Source: an optimization exercise on an open RTL-to-GDS flow (aim: small area). Production flows keep margins and buffers that such runs may drop.
In this exercise RTL edits were held to simulation tests only and were not proved equivalent to the original.
Power is estimated from default activity; no workload was simulated.

## flow/design.v

```verilog
module video_uut (
    input  wire         clk_i           , 
    input  wire         rst_i           , 
    input  wire         cen_i           , 
    input  wire		   vid_sel_i       , 
	input  wire [29:0]  probes_i,
	input  wire [7:0]   square_length_1_i ,
	input  wire [7:0]   square_length_2_i ,
	input  wire [1:0] speed_mult_1_i,
	input  wire [1:0] speed_mult_2_i,
    input  wire [19:0]  vdat_bars_i     , 
    input  wire [19:0]  vdat_colour_i   , 
    input  wire [3:0]   fvht_i          , 
    output wire [3:0]   fvht_o          , 
    output wire [19:0]  video_o           
); 
parameter line_count = 1124;
parameter column_count = 1919;
parameter default_sq_len = 50;
parameter default_speed_mult = 1;
parameter color_yellow = 10'h3FC << 20 + 10'h0B0 << 10 + 10'h21F;
parameter luma_sq_2_p = 10'h216;
parameter chroma_b_2_p = 10'h0fd;
parameter chroma_r_2_p = 10'h0cf;
reg [7:0] square_length_1;
reg [7:0] square_length_2;
reg [1:0] speed_mult_1;
reg [1:0] speed_mult_2;
reg [1:0] speed_mult_3;
reg [19:0]  vid_d1;
reg [19:0]  vdat_bars_d1;
reg [19:0]  vdat_bars_d2;
reg [3:0]   fvht_d1;
reg [3:0]   fvht_d2;
reg [3:0]   fvht_d3;
reg [11:0] column_counter;
reg [11:0] line_counter; 
reg [9:0] luma_1;
reg [9:0] chroma_b_1;
reg [9:0] chroma_r_1;
reg [9:0] luma_2;
reg [9:0] chroma_b_2;
reg [9:0] chroma_r_2;
reg [11:0] pos_x_1;
reg [11:0] pos_y_1;
reg [11:0] pos_x_2;
reg [11:0] pos_y_2;
reg [3:0] direction;  
wire h_in, h_d, h_neg;
wire v_in, v_d, new_frame;
wire [29:0] color_sq_1;
wire [29:0] color_sq_2;
wire h_pos;
wire ballmode;
wire bounce; 
wire[3:0] difference;
assign color_sq_1 = color_yellow;
assign h_in = fvht_i[1];
assign h_d = fvht_d1[1];
assign v_in = fvht_i[2];
assign v_d = fvht_d1[2];
assign h_neg = ~h_in & h_d;
assign h_pos = h_in & ~h_d;
assign new_frame = v_in & ~v_d;
always @(posedge clk_i) begin : probes_and_delay
	 if(rst_i) begin
		square_length_1 <= 0;
		square_length_2 <= 0;
		speed_mult_1 <= 0;
		speed_mult_2 <= 0;
		speed_mult_3 <= 0;
		fvht_d1 <= 0;
		vdat_bars_d1 <= 0;
		vdat_bars_d2 <= 0;
		luma_1 <= 0;
		chroma_b_1 <= 0;
		chroma_r_1 <= 0;
		luma_2 <= 0;
		chroma_b_2 <= 0;
		chroma_r_2 <= 0;
		fvht_d2 <= 0;
		fvht_d3 <= 0;
	 end else if(cen_i) begin
		square_length_1 <= (~|square_length_1_i) ? default_sq_len : square_length_1_i;
		square_length_2 <= (~|square_length_2_i) ? default_sq_len : square_length_2_i;
		speed_mult_1 <= (~|speed_mult_1_i) ? default_speed_mult : speed_mult_1_i;
		speed_mult_2 <= (~|speed_mult_2_i) ? default_speed_mult : speed_mult_2_i;
		speed_mult_3 <= speed_mult_2;		
		fvht_d1 <= fvht_i;  
		vdat_bars_d1 <= vdat_bars_i;  
		vdat_bars_d2 <= vdat_bars_d1;
		luma_1 <= probes_i[29:20]; 
		chroma_b_1 <= probes_i[19:10];
		chroma_r_1 <= probes_i[9:0];
	    luma_2 <= luma_sq_2_p;
	    chroma_b_2 <= chroma_b_2_p;
	    chroma_r_2 <= chroma_r_2_p;
		fvht_d2 <= fvht_d1;  
		fvht_d3 <= fvht_d2;
	 end
 end
always @(posedge clk_i) begin : counter_logic
    if(rst_i) begin
		line_counter <= 0;
		column_counter <= 0;
    end else if(cen_i) begin
		 if(h_pos) begin  
			if(new_frame) begin  
				line_counter <= 0;  
			end else begin
				line_counter <= line_counter + 1;  
			end
		 end
		 if(h_neg) begin  
			column_counter <= 0;  
		 end else begin
			column_counter <= column_counter + 1;  
		 end
	end
end
always @(posedge clk_i) begin : move_squares
	if(rst_i) begin
		pos_x_1 <= 0;
		pos_y_1 <= 0;
		pos_x_2 <= 0;
		pos_y_2 <= 0;
		direction <= 0;
	end else if(cen_i) begin
		 if(new_frame) begin	
			if (pos_x_1 > column_count+100 || pos_x_1 < 6) begin
				pos_x_1 <= 6;
				direction[0] <= 0;
			end else if ((pos_x_1 + square_length_1) > column_count) begin
				pos_x_1	<= column_count - square_length_1 - 1;  
				direction[0] <= 1;
			end else begin
				if(direction[0]) begin
					pos_x_1 <= (pos_x_1 - 2*speed_mult_1*speed_mult_3);
				end else begin
					pos_x_1 <= (pos_x_1 + 2*speed_mult_1*speed_mult_3);
				end 
			end
			if ((pos_y_1 +square_length_1) >= line_count) begin
				pos_y_1 <= line_count - square_length_1 - 5;  
				direction[1] <= 1;
			end else if (pos_y_1 <= 45) begin
				pos_y_1 <= 50;
				direction[1] <= 0;
			end else begin 
				if(direction[1]) begin
					pos_y_1 <= (pos_y_1 - 2*speed_mult_1*speed_mult_3);
				end else begin
					pos_y_1 <= (pos_y_1 + 2*speed_mult_1*speed_mult_3);
				end
			end
			if (pos_x_2 > column_count+100 || pos_x_2 < 6) begin
				pos_x_2 <= 6;
				direction[2] <= 0;
			end else if ((pos_x_2 + square_length_2) >= column_count) begin
				pos_x_2	<= column_count - square_length_2 - 4;  
				direction[2] <= 1;
			end else begin
				if(direction[2]) begin
					pos_x_2 <= (pos_x_2 - 2*speed_mult_2*speed_mult_3);
				end else begin
					pos_x_2 <= (pos_x_2 + 2*speed_mult_2*speed_mult_3);
				end 
			end
			if ((pos_y_2 +square_length_2) >= line_count) begin
				pos_y_2 <= line_count - square_length_2 - 1;  
				direction[3] <= 1;
			end else if (pos_y_2 <= 45) begin
				pos_y_2 <= 50;
				direction[3] <= 0;
			end else begin 
				if(direction[3]) begin
					pos_y_2 <= (pos_y_2 - 2*speed_mult_2*speed_mult_3);
				end else begin
					pos_y_2 <= (pos_y_2 + 2*speed_mult_2*speed_mult_3);
				end
			end
		end
  	end
end
reg [19:0] square_1_o;
reg [19:0] square_2_o;
reg [19:0] out_color;
always @(posedge clk_i) begin : draw_squares
	if(rst_i) begin
		square_1_o <= 0;
		square_2_o <= 0;
		out_color <= 0;
		vid_d1 <= 0;
	end else if(cen_i) begin
			 if( (pos_x_1 < column_counter && column_counter < pos_x_1+square_length_1) &&
					 (pos_y_1 < line_counter && line_counter < pos_y_1+square_length_1 )) begin  
				 if(column_counter % 2 == 0) begin
						square_1_o <= {luma_1, chroma_b_1};  
					 end else begin
						square_1_o <= {luma_1, chroma_r_1};  
				  end
			  end else begin
			  			 square_1_o <= 0;       
			  end
			 if( (pos_x_2 < column_counter && column_counter < pos_x_2+square_length_2) &&
					 (pos_y_2 < line_counter && line_counter < pos_y_2+square_length_2 )) begin  
				 if(column_counter % 2 == 0) begin
						square_2_o <= {luma_2, chroma_b_2};
					 end else begin
						square_2_o <= {luma_2, chroma_r_2};   
				  end
			 end else begin
					square_2_o <= 0;   
			 end
			 if(vid_sel_i) begin
				if(!square_1_o && !square_2_o) begin
					out_color <= vdat_bars_d1;
				end else if(!square_1_o) begin
					out_color <= { (vdat_bars_d1[19:10]+square_2_o[19:10]), (vdat_bars_d1[9:0]+square_2_o[9:0]) >>> 1};
				end else if (!square_2_o) begin
					out_color <= { (square_1_o[19:10]+vdat_bars_d1[19:10]), (square_1_o[9:0]+vdat_bars_d1[9:0]) >>> 1};
				end else begin
					out_color <= { (square_1_o[19:10]+square_2_o[19:10]), (square_1_o[9:0]+square_2_o[9:0]) >>> 1};
				end
			 end else begin
				if(!square_1_o && !square_2_o) begin
					out_color <= {10'h050,10'h200};
				end else if(!square_1_o) begin
					out_color <= square_2_o;
				end else if (!square_2_o) begin
					out_color <= square_1_o;
				end else begin
					out_color <= { (square_1_o[19:10]+square_2_o[19:10]), (square_1_o[9:0]+square_2_o[9:0]) >>> 1};
				end
			end
			 vid_d1 <= out_color;
	 end
end
assign fvht_o  = fvht_d3;
assign video_o = vid_d1;
endmodule
```

## flow/run.sh

```bash
#!/bin/bash
# synth_recipe.tcl (not shown) runs the flow's synth.tcl, then flattens the netlist and writes it again
# the make line also repeats each setting of config.mk as NAME=value (left out here)
make -C /OpenROAD-flow-scripts/flow DESIGN_CONFIG=/design/flow/config.mk WORK_HOME=/design/flow/orfs CLKGATE_MAP_FILE= SYNTH_SCRIPT=/design/flow/synth_recipe.tcl finish
```

## flow/config.mk

```make
export PLATFORM = sky130hd
export DESIGN_NAME = video_uut
export DESIGN_NICKNAME = video_uut
export VERILOG_FILES = /design/flow/design.v
export SDC_FILE = /design/flow/constraint.sdc
export NUM_CORES = 4
export LEC_CHECK = 0
export CAP_MARGIN = 20
export CORE_MARGIN = 2
export CORE_UTILIZATION = 45
export SLEW_MARGIN = 20
```

## flow/constraint.sdc

```tcl
create_clock -name core_clock -period 6.7 [get_ports {clk_i}]
set_input_delay 1.3400 -clock core_clock [delete_from_list [all_inputs] [get_ports {clk_i}]]
set_output_delay 1.3400 -clock core_clock [all_outputs]
set_load 0.01 [all_outputs]
```

==> results.cfg <==
[yosys]
async_reset_ff_share_pct = 0
yosys_warnings = 1
yosysMostFrequentCell = nor2_1
syn_nets = 2515
syn_area_per_cell_sq_um = 8.17
synth_area_sq_um = 17900
synth_common_cells = nor2_1 (259), dfxtp_1 (224), ha_1 (212)
synth_edf_count = 0
synth-main-ff-cell = dfxtp_1
ys_ff_latch = 224
netlist_instances = 2191
synth_top_area_cell = dfxtp_1
ys_seq_area_share_pct = 25.1
yosysTopAreaCellShare_pct = 25.1
synth_cell_type_count = 92
yosys-top-cells-area = dfxtp_1 (25%), ha_1 (15%), mux2i_1 (7.2%), nor2_1 (5.4%), xnor2_1 (4.0%)

[floorplan]
die_h_um = 203
io_pins = 122
dieArea_sq_um = 41400
die_x_um = 203
initial_core_util_pct = 45.4
fp-row-count = 73
coreArea_sq_um = 39500

[power_and_ir_drop]
finalPower_mw = 4.79
ir_drop_v = 0.000210
p_leak_nw = 8.43
powerDensity_nw_per_um2 = 236

[grt]
first_global_vias = 15810
grt_max_degree = 79
antenna_found_initial = 0
grt_pass1_wl_um = 85200
grt-ovfl-total = 0
track_usage_pct = 25.3

[route]
wl_met1_um = 24100
drc = 0
wl_um = 52800
drtPass1Iterations = 5
drt-initial-drc-count = 1137
wl_per_cell_um = 18.9
dr.max_layer_used = met4
vias_per_cell = 5.80
ant_nets = 0
vias = 16195
wl_met2_um = 25100
route.met3.wl_um = 2190

[sta]
slew_viol_final = 0
fmax_mhz = 221
final-setup-viol-count = 0
rsz0062_at_grt = false
final.setup_skew_ns = 0.0171
slew_headroom_pct = 21.6
tightest_slew_ns = 1.17
finalCriticalPeriod_ns = 4.52
fin_ws_ns = 2.18
hold_violations = 0
period_share_pct = 67.5
setup_tns_ns = 0

[cells_and_area]
drive_gt1_share_pct = 5.17
diodes = 0
area.growth.synth_to_final_pct = 13.7
fin_nets = 2568
final_area_sq_um = 20300
instances_no_fill = 2790

[setup_path]
timing_worst_setup_path_type = reg2reg
cp_data_required_time_ns = 7.21
worstSetupEndpoint = square_1_o[15]$_SDFFE_PP0P_
startpoint = square_length_1[0]$_SDFFE_PP0P_
cp_max_fo = 10
regToRegStartpoint = square_length_1[0]$_SDFFE_PP0P_
worst_path_max_delay_cell = nor3_2
reg2reg_to = square_1_o[15]$_SDFFE_PP0P_
cp.depth = 16
worstRegToRegCells = 16
path_delay_family = simple AND/OR/NAND/NOR gates
critPathMaxStageDelay_ns = 0.72
end_kind = register
cp.arrival_ns = 5.03
critPathLaunchType = register
crit_chain = ha_1 -> inv_1 -> fa_1 -> nor2b_1 -> o21a_1 -> o21ai_0 -> a22oi_1 -> nand3_1 -> xor2_1 -> ha_1 -> a222oi_1 -> nand4_1 -> nor3_2 -> nand2_1 -> nand4b_1 -> o21ai_0
cp_num_buf_inv = 1
r2r_slack_ns = 2.18

[placement]
gp_congestion = 0.921
dp_hpwl_um = 39600
io_buffers = 101
pre_cts_ws_ns = 2.21
dpl_cell_area_sq_um = 19400
dp.cells = 2738

[flow_run]
max-cap-violations = 0

[clock_network]
cts.clk_slew.worst_paths_ns = 0.06
cts_tree = built
cts-buffers-inserted = 29
htree_levels = 1
clockBufferDepth = 3
cts.repair.resized = 0
postCtsSetupBuffers = 0
cts_sinks = 224
postCtsHoldBufs = 0
clkLatencyLatePin_ns = 0.58
clockRootBuffer = clkbuf_16

[worst_hold_path]
hold_start = out_color[6]$_SDFFE_PP0P_
hp-class = reg2reg

[outcome]
status = complete, no violations
==> report_power, final <==
part           switching (mW)  total [mW]  internal (mW)  leakage, nW
clock network           0.639        1.61          0.968        0.473
registers               0.153        1.58           1.42         1.83
logic                   0.908        1.61          0.701         6.13
==> kinds of logic after synthesis <==
logic type,after synthesis,synth area share (%)
simple gates,747,19.9
compound gates,525,20.1
fa+ha+maj,227,16.4
flops,224,25.1
buf+inv,201,4.31
xor+xnor,135,6.71
mux,132,7.45
==> sequential cells by signal (all words and copies together), names as in the netlist, 3 cells and up <==
signal and flops:
fvht_d3 4, chroma_r_1 10, fvht_d1 4, pos_x_2 12, square_2_o 3, vid_d1 20, direction 4, pos_x_1 12
out_color 20, square_length_1 8, line_counter 12, luma_1 10, fvht_d2 4, column_counter 12, pos_y_2 12, pos_y_1 12
chroma_b_1 10, square_length_2 8, square_1_o 20, vdat_bars_d1 20
==> worst min-delay path: stages (launching register included) <==
cell and delay (ns):
dfxtp_1 0.31, nand2_1 0.05, o31ai_1 0.06
==> cells in the final DEF (no fill, tap or decap), types with 10 or more instances in the layout <==
cell and count:
a21oi_1 122, buf_4 19, nand3_1 56, or2_2 18, nor2b_1 27, nand4_1 35, dfxtp_1 224, o21a_1 17
o211ai_1 17, and2_1 10, nand4b_1 11, nor3_1 50, xnor2_1 82, or3_1 13, o31ai_1 12, ha_1 212
a211oi_1 23, nor4_1 23, inv_1 102, a221o_1 11, or4_1 10, nand2_1 160, a22o_1 11, xor2_1 52
clkbuf_16 29, mux2i_1 128, a31oi_1 15, o21bai_1 13, nor2_1 256, nand2b_1 34, clkdlybuf4s50_1 99, and3_1 21
fa_1 14, a21o_1 39, a311oi_1 12, o21ai_0 114
==> area by class of cell <==
type                       count  area (sq um)
fill                        3809         19100
clock buffer                  40           817
tap                          525           657
timing repair buffer         119          1140
inverter                     104           390
sequential                   224          4480
multi-input combinational   1766         12700
clock inverter                12           161
==> per-layer routing <==
metal	vias to the layer above	global-route usage, %
met4	0	7.85
li1	8091	-
met5	-	0
met3	76	2.84
met1	7664	33.2
met2	364	43.6
==> how the worst min path moves through the flow <==
stage / to / slack, ns / cells after the start
after floorplan: out_color[16]$_SDFFE_PP0P_ / 0.42 / 2
after CTS: out_color[6]$_SDFFE_PP0P_ / 0.47 / 2
after detailed placement: out_color[6]$_SDFFE_PP0P_ / 0.46 / 2
after global routing: out_color[1]$_SDFFE_PP0P_ / 0.48 / 2
final: out_color[6]$_SDFFE_PP0P_ / 0.47 / 2
after global placement: chroma_r_2[0]$_SDFFE_PP0P_ / 0.45 / 2
==> through the flow <==
step / util (%) / hold slack (ns)
finish: 51.6 / 0.467
global route: 51.6 / 0.481
CTS: 51.6 / 0.472
detailed placement: 49.1 / 0.456
global placement: 49.1 / 0.446
floorplan: - / 0.425

[re-timing with driven ports]
No port has a modelled driver above. Below, the same layout with a new extraction and two added sets of constraints.
Step 1: set_driving_cell puts a clkbuf_16 on clk_i and a buf_2 on each other input, an assumption about the parent block.
Step 2 adds t to the input delays and takes it off the output delays; t is the mean of the earliest and latest rising clock arrival at the registers after step 1. Input paths then give back, and output paths get back, about the clock's delay inside the block.
a / b / c = ideal ports / drivers / drivers and shift; a / b = the first two.
t (ns): 0.629
setup WS [ns]: 2.175 / 2.175 / 2.175
worst hold slack (ns): 0.467 / 0.467 / 0.467
worst setup path after step 2: register to register
latest minus earliest clock arrival (ns): 0.017 / 0.017
After both steps this run still meets setup and hold. The setup slack of this run moves by 0.000 ns with the drivers and by 0.000 ns with both steps.
